Source: an optimization exercise on an open RTL-to-GDS flow (aim: small area). Production flows keep margins and buffers that such runs may drop.
Where RTL was checked, it was by simulation tests only, not by an equivalence proof against the original.
Power figures rest on the tool's default switching activity, not on a simulated workload.

## north
// Clock_Counter
module Clock_Counter(
    input clk_100MHZ,
    input rst,
    input wire [4:0] pb,
    input wire [15:0] switch,
    output wire [7:0] seg,
    output wire [15:0] leds,
    output wire [3:0] anode,
    output hsync,
    output vsync,
    output wire [3:0] VGA_Red,
    output wire [3:0] VGA_Green,
    output wire [3:0] VGA_Blue
    );
Size in the first run: roughly 670 cells after synthesis, roughly 66 flip-flops, roughly 65 I/O pins.
==> flow/config.mk <==
export PLATFORM = sky130hd
export DESIGN_NAME = Clock_Counter
export DESIGN_NICKNAME = Clock_Counter
export VERILOG_FILES = /design/flow/design.v
export SDC_FILE = /design/flow/constraint.sdc
export NUM_CORES = 4
export LEC_CHECK = 0
export CAP_MARGIN = 20
export CORE_MARGIN = 2
export CORE_UTILIZATION = 35
export CTS_BUF_LIST = sky130_fd_sc_hd__clkbuf_8
export CTS_CLUSTER_DIAMETER = 500
export CTS_CLUSTER_SIZE = 100
export PLACE_DENSITY = 0.6
export SLEW_MARGIN = 20
==> flow/constraint.sdc <==
create_clock -name core_clock -period 10.0 [get_ports {clk_100MHZ}]
set_input_delay 2.0000 -clock core_clock [delete_from_list [all_inputs] [get_ports {clk_100MHZ}]]
set_output_delay 2.0000 -clock core_clock [all_outputs]
set_load 0.01 [all_outputs]
run.sh (not shown) runs the stock make flow with config.mk's settings and CLKGATE_MAP_FILE= SYNTH_SCRIPT=/design/flow/synth_recipe.tcl, a recipe that flattens the netlist after the stock synthesis.
[inputs] south vs north
Settings: removing CTS_CLUSTER_SIZE (formerly 100); removing CTS_CLUSTER_DIAMETER (formerly 500); removing CTS_BUF_LIST (formerly sky130_fd_sc_hd__clkbuf_8).
--- outcome ---
- south vs north: post-detailed-route via-to-cell ratio down slightly
- As of south, routed metal-1 wire length had risen slightly compared to north.
- The setup slack of south is larger than that of north.
- Via count for south is lower than for north.
- Any difference in post-detailed-route DRC marker count between south and north is small enough to ignore.
No run of this note included a check of the RTL's function; only the layout flow was run.

* * *

Another version of the RTL of Clock_Counter (not shown whole).
Size: ~500 cells after synthesis, ~0.0040 mm² of cells after synthesis.
export LEC_CHECK = 0
export CAP_MARGIN = 20
export CORE_MARGIN = 2
export CORE_UTILIZATION = 35
export PLACE_DENSITY = 0.6
export SLEW_MARGIN = 20
create_clock -name core_clock -period 10.0 [get_ports {clk_100MHZ}]
standard.sh (not shown) runs the stock make flow with config.mk's settings and CLKGATE_MAP_FILE= SYNTH_SCRIPT=/design/flow/synth_recipe.tcl, a recipe that flattens the netlist after the stock synthesis.
==> flow/flow/run.sh <==
#!/bin/bash
# Standard ORFS layout with two changes: port buffers use the smallest
# buffer cell, and clock tree synthesis uses small clock buffers without
# dummy loads. Make's output goes to flow.log; each ORFS step writes its
# own log under orfs/logs/.
set -euo pipefail
bash standard.sh \
  "BUFFER_PORTS_ARGS=-buffer_cell sky130_fd_sc_hd__buf_1" \
  "CTS_ARGS=-sink_clustering_enable -repair_clock_nets -dont_use_dummy_load -buf_list sky130_fd_sc_hd__clkbuf_4" \
  finish > flow.log 2>&1
The baseline produced a clean layout.
Then changed:
==> flow/flow/run.sh (replaced) <==
#!/bin/bash
# Standard ORFS layout with these changes: port buffers use the smallest
# buffer cell, logic cells are swapped to their smallest drive strength
# before repair_design (flow/downsize.tcl), and clock tree synthesis uses
# small clock buffers without dummy loads. Make's output goes to flow.log;
# each ORFS step writes its own log under orfs/logs/.
set -euo pipefail
HERE=$(pwd)
CTS_EXTRA=${CTS_EXTRA:-}
bash standard.sh \
  "BUFFER_PORTS_ARGS=-buffer_cell sky130_fd_sc_hd__buf_1" \
  "PRE_RESIZE_TCL=$HERE/flow/downsize.tcl" \
  "CTS_ARGS=-sink_clustering_enable -repair_clock_nets -dont_use_dummy_load -buf_list sky130_fd_sc_hd__clkbuf_4 -sink_clustering_size 12" \
  finish > flow.log 2>&1
==> flow/flow/downsize.tcl (new file) <==
# Swap each logic cell for the smallest-area drive strength of the same
# cell (same function and pins, not on the don't-use list). repair_design,
# which runs next, upsizes again wherever slew, capacitance or fanout need it.
set dont_use $::env(DONT_USE_CELLS)
set swapped 0
set saved 0.0
foreach inst [get_cells *] {
  set lc [get_lib_cells -of_objects $inst]
  if { $lc == "" || $lc == "NULL" } { continue }
  set name [get_name $lc]
  if { ![regexp {^(sky130_fd_sc_hd__[a-z0-9]+)_[0-9]+$} $name -> base] } { continue }
  if { [regexp {tap|fill|conb|df|dl|clk|lpflow} $base] } { continue }
  set best $lc
  set best_area [get_property $lc area]
  foreach e [get_lib_cells */${base}_*] {
    if { $e == "NULL" } { continue }
    set en [get_name $e]
    if { ![regexp "^${base}_\[0-9\]+\$" $en] } { continue }
    if { [lsearch -exact $dont_use $en] >= 0 } { continue }
    if { ![sta::equiv_cells $lc $e] } { continue }
    set a [get_property $e area]
    if { $a < $best_area - 1e-6 } {
      set best $e
      set best_area $a
    }
  }
  if { $best != $lc } {
    set saved [expr { $saved + [get_property $lc area] - $best_area }]
    replace_cell $inst $best
    incr swapped
  }
}
puts "downsize: swapped $swapped cells, saved [format %.1f $saved] um^2"
Outcome:
- routed wire length is about the same
- sequential cell count does not change
- global-route usage went down by 0.16 points
Then changed:
--- a/flow/flow/run.sh
+++ b/flow/flow/run.sh
@@ -4,3 +4,4 @@
-# before repair_design (flow/downsize.tcl), and clock tree synthesis uses
-# small clock buffers without dummy loads. Make's output goes to flow.log;
-# each ORFS step writes its own log under orfs/logs/.
+# before repair_design (flow/downsize.tcl), constant outputs share one tie
+# cell, and clock tree synthesis uses small clock buffers without dummy
+# loads. Make's output goes to flow.log; each ORFS step writes its own log
+# under orfs/logs/.
@@ -9 +9,0 @@
-CTS_EXTRA=${CTS_EXTRA:-}
@@ -12,0 +13 @@
+  "SKIP_REPAIR_TIE_FANOUT=1" \
Settings changed: CAP_MARGIN 20 to 0, SLEW_MARGIN 20 to 0.
Wire length decreases by about 0.8%.
Clock skew decreases by 0.0072 ns.
Combinational power went down by about 2%.
Fmax came out lower by about 2.5%.
Hold slack is worse by 0.0043 ns.
Core utilization came out lower by 0.51 points.
Global-route usage rises by 0.18 points.
Worst setup slack got worse by 0.16 ns.
Then changed:
Settings changed: CAP_MARGIN 0 to 20, SLEW_MARGIN 0 to 20.
Clock power barely changes. Count of clock-buffer cells in the layout stays the same. Critical path depth does not change. Design area came out higher by 0.65%. Sequential power stays flat. Cell count barely changes.
Then changed:
Settings changed: CAP_MARGIN 20 to 0, GPL_TIMING_DRIVEN set to 0, SLEW_MARGIN 20 to 0.
- combinational power increases by 19%
- synthesized cell count is unchanged
- power climbs by 1.1%

* * *

Another version of the RTL of Clock_Counter (not shown whole).
Size in the first run: ~500 cells after synthesis, roughly 65 I/O pins, roughly 0.0044 sq mm of cells after synthesis.
clock: 10.0 ns
lec_check: 0
cap_margin: 20
core_margin: 2
core_utilization: 35
place_density: 0.6
slew_margin: 20
==> flow/flow/run.sh <==
#!/bin/bash
# Standard ORFS layout with two changes: port buffers use the smallest
# buffer cell, and clock tree synthesis uses small clock buffers without
# dummy loads. Make's output goes to flow.log; each ORFS step writes its
# own log under orfs/logs/.
set -euo pipefail
bash standard.sh \
  "BUFFER_PORTS_ARGS=-buffer_cell sky130_fd_sc_hd__buf_1" \
  "CTS_ARGS=-sink_clustering_enable -repair_clock_nets -dont_use_dummy_load -buf_list sky130_fd_sc_hd__clkbuf_8" \
  finish > flow.log 2>&1
Change:
--- a/flow/flow/run.sh
+++ b/flow/flow/run.sh
@@ -8,3 +8,3 @@
   "BUFFER_PORTS_ARGS=-buffer_cell sky130_fd_sc_hd__buf_1" \
-  "CTS_ARGS=-sink_clustering_enable -repair_clock_nets -dont_use_dummy_load -buf_list sky130_fd_sc_hd__clkbuf_8" \
+  "CTS_ARGS=-sink_clustering_enable -repair_clock_nets -dont_use_dummy_load -buf_list sky130_fd_sc_hd__clkbuf_4" \
   finish > flow.log 2>&1
After rerunning:
- The changed run finished with timing, DRC and antenna clean
- routed wire length barely changes
- clock power went down by a quarter to a third
- area after synthesis is unchanged
- fmax went down slightly
- flip-flop and latch count does not change
- register-to-register slack is about the same
- core utilization went down by 0.46 points
- combinational power is about the same
- count of clock-buffer cells in the layout stays the same
- power went down by a little under a tenth

static timing again, ports no longer ideal:
No port has a modelled driver above. Below, the same layouts with a new extraction and two added sets of constraints. Step 1, drivers: a clkbuf_16 drives clk_100MHZ and a buf_2 each remaining input, both assumed. Step 2 also shifts input and output timing later by t, the mid clock arrival at the registers, as if the neighbouring blocks saw the same clock. a / b / c = ideal ports / drivers / drivers and shift; a / b = the first two.
| run | t (ns) | setup slack, ns | hold slack, ns |
|---|---|---|---|
| north | 0.408 | 3.332 / 3.297 / 3.706 | 0.415 / 0.415 / 0.415 |
| south | 0.388 | 3.402 / 3.361 / 3.749 | 0.410 / 0.410 / 0.410 |
| the first run of note 2 | 0.455 | 3.913 / 3.882 / 4.337 | 0.420 / 0.420 / 0.420 |
| the second run of note 2 | 0.442 | 3.898 / 3.870 / 4.312 | 0.424 / 0.424 / 0.424 |
| the third run of note 2 | 0.440 | 3.742 / 3.717 / 4.157 | 0.419 / 0.419 / 0.419 |
| the fourth run of note 2 | 0.456 | 3.905 / 3.876 / 4.331 | 0.415 / 0.415 / 0.415 |
| the fifth run of note 2 | 0.450 | 4.005 / 3.974 / 4.424 | 0.421 / 0.421 / 0.421 |
| the first run of note 3 | 0.377 | 4.392 / 4.359 / 4.736 | 0.414 / 0.414 / 0.414 |
| the second run of note 3 | 0.446 | 4.315 / 4.286 / 4.731 | 0.423 / 0.423 / 0.423 |
After both steps setup and hold are still met in every run listed.
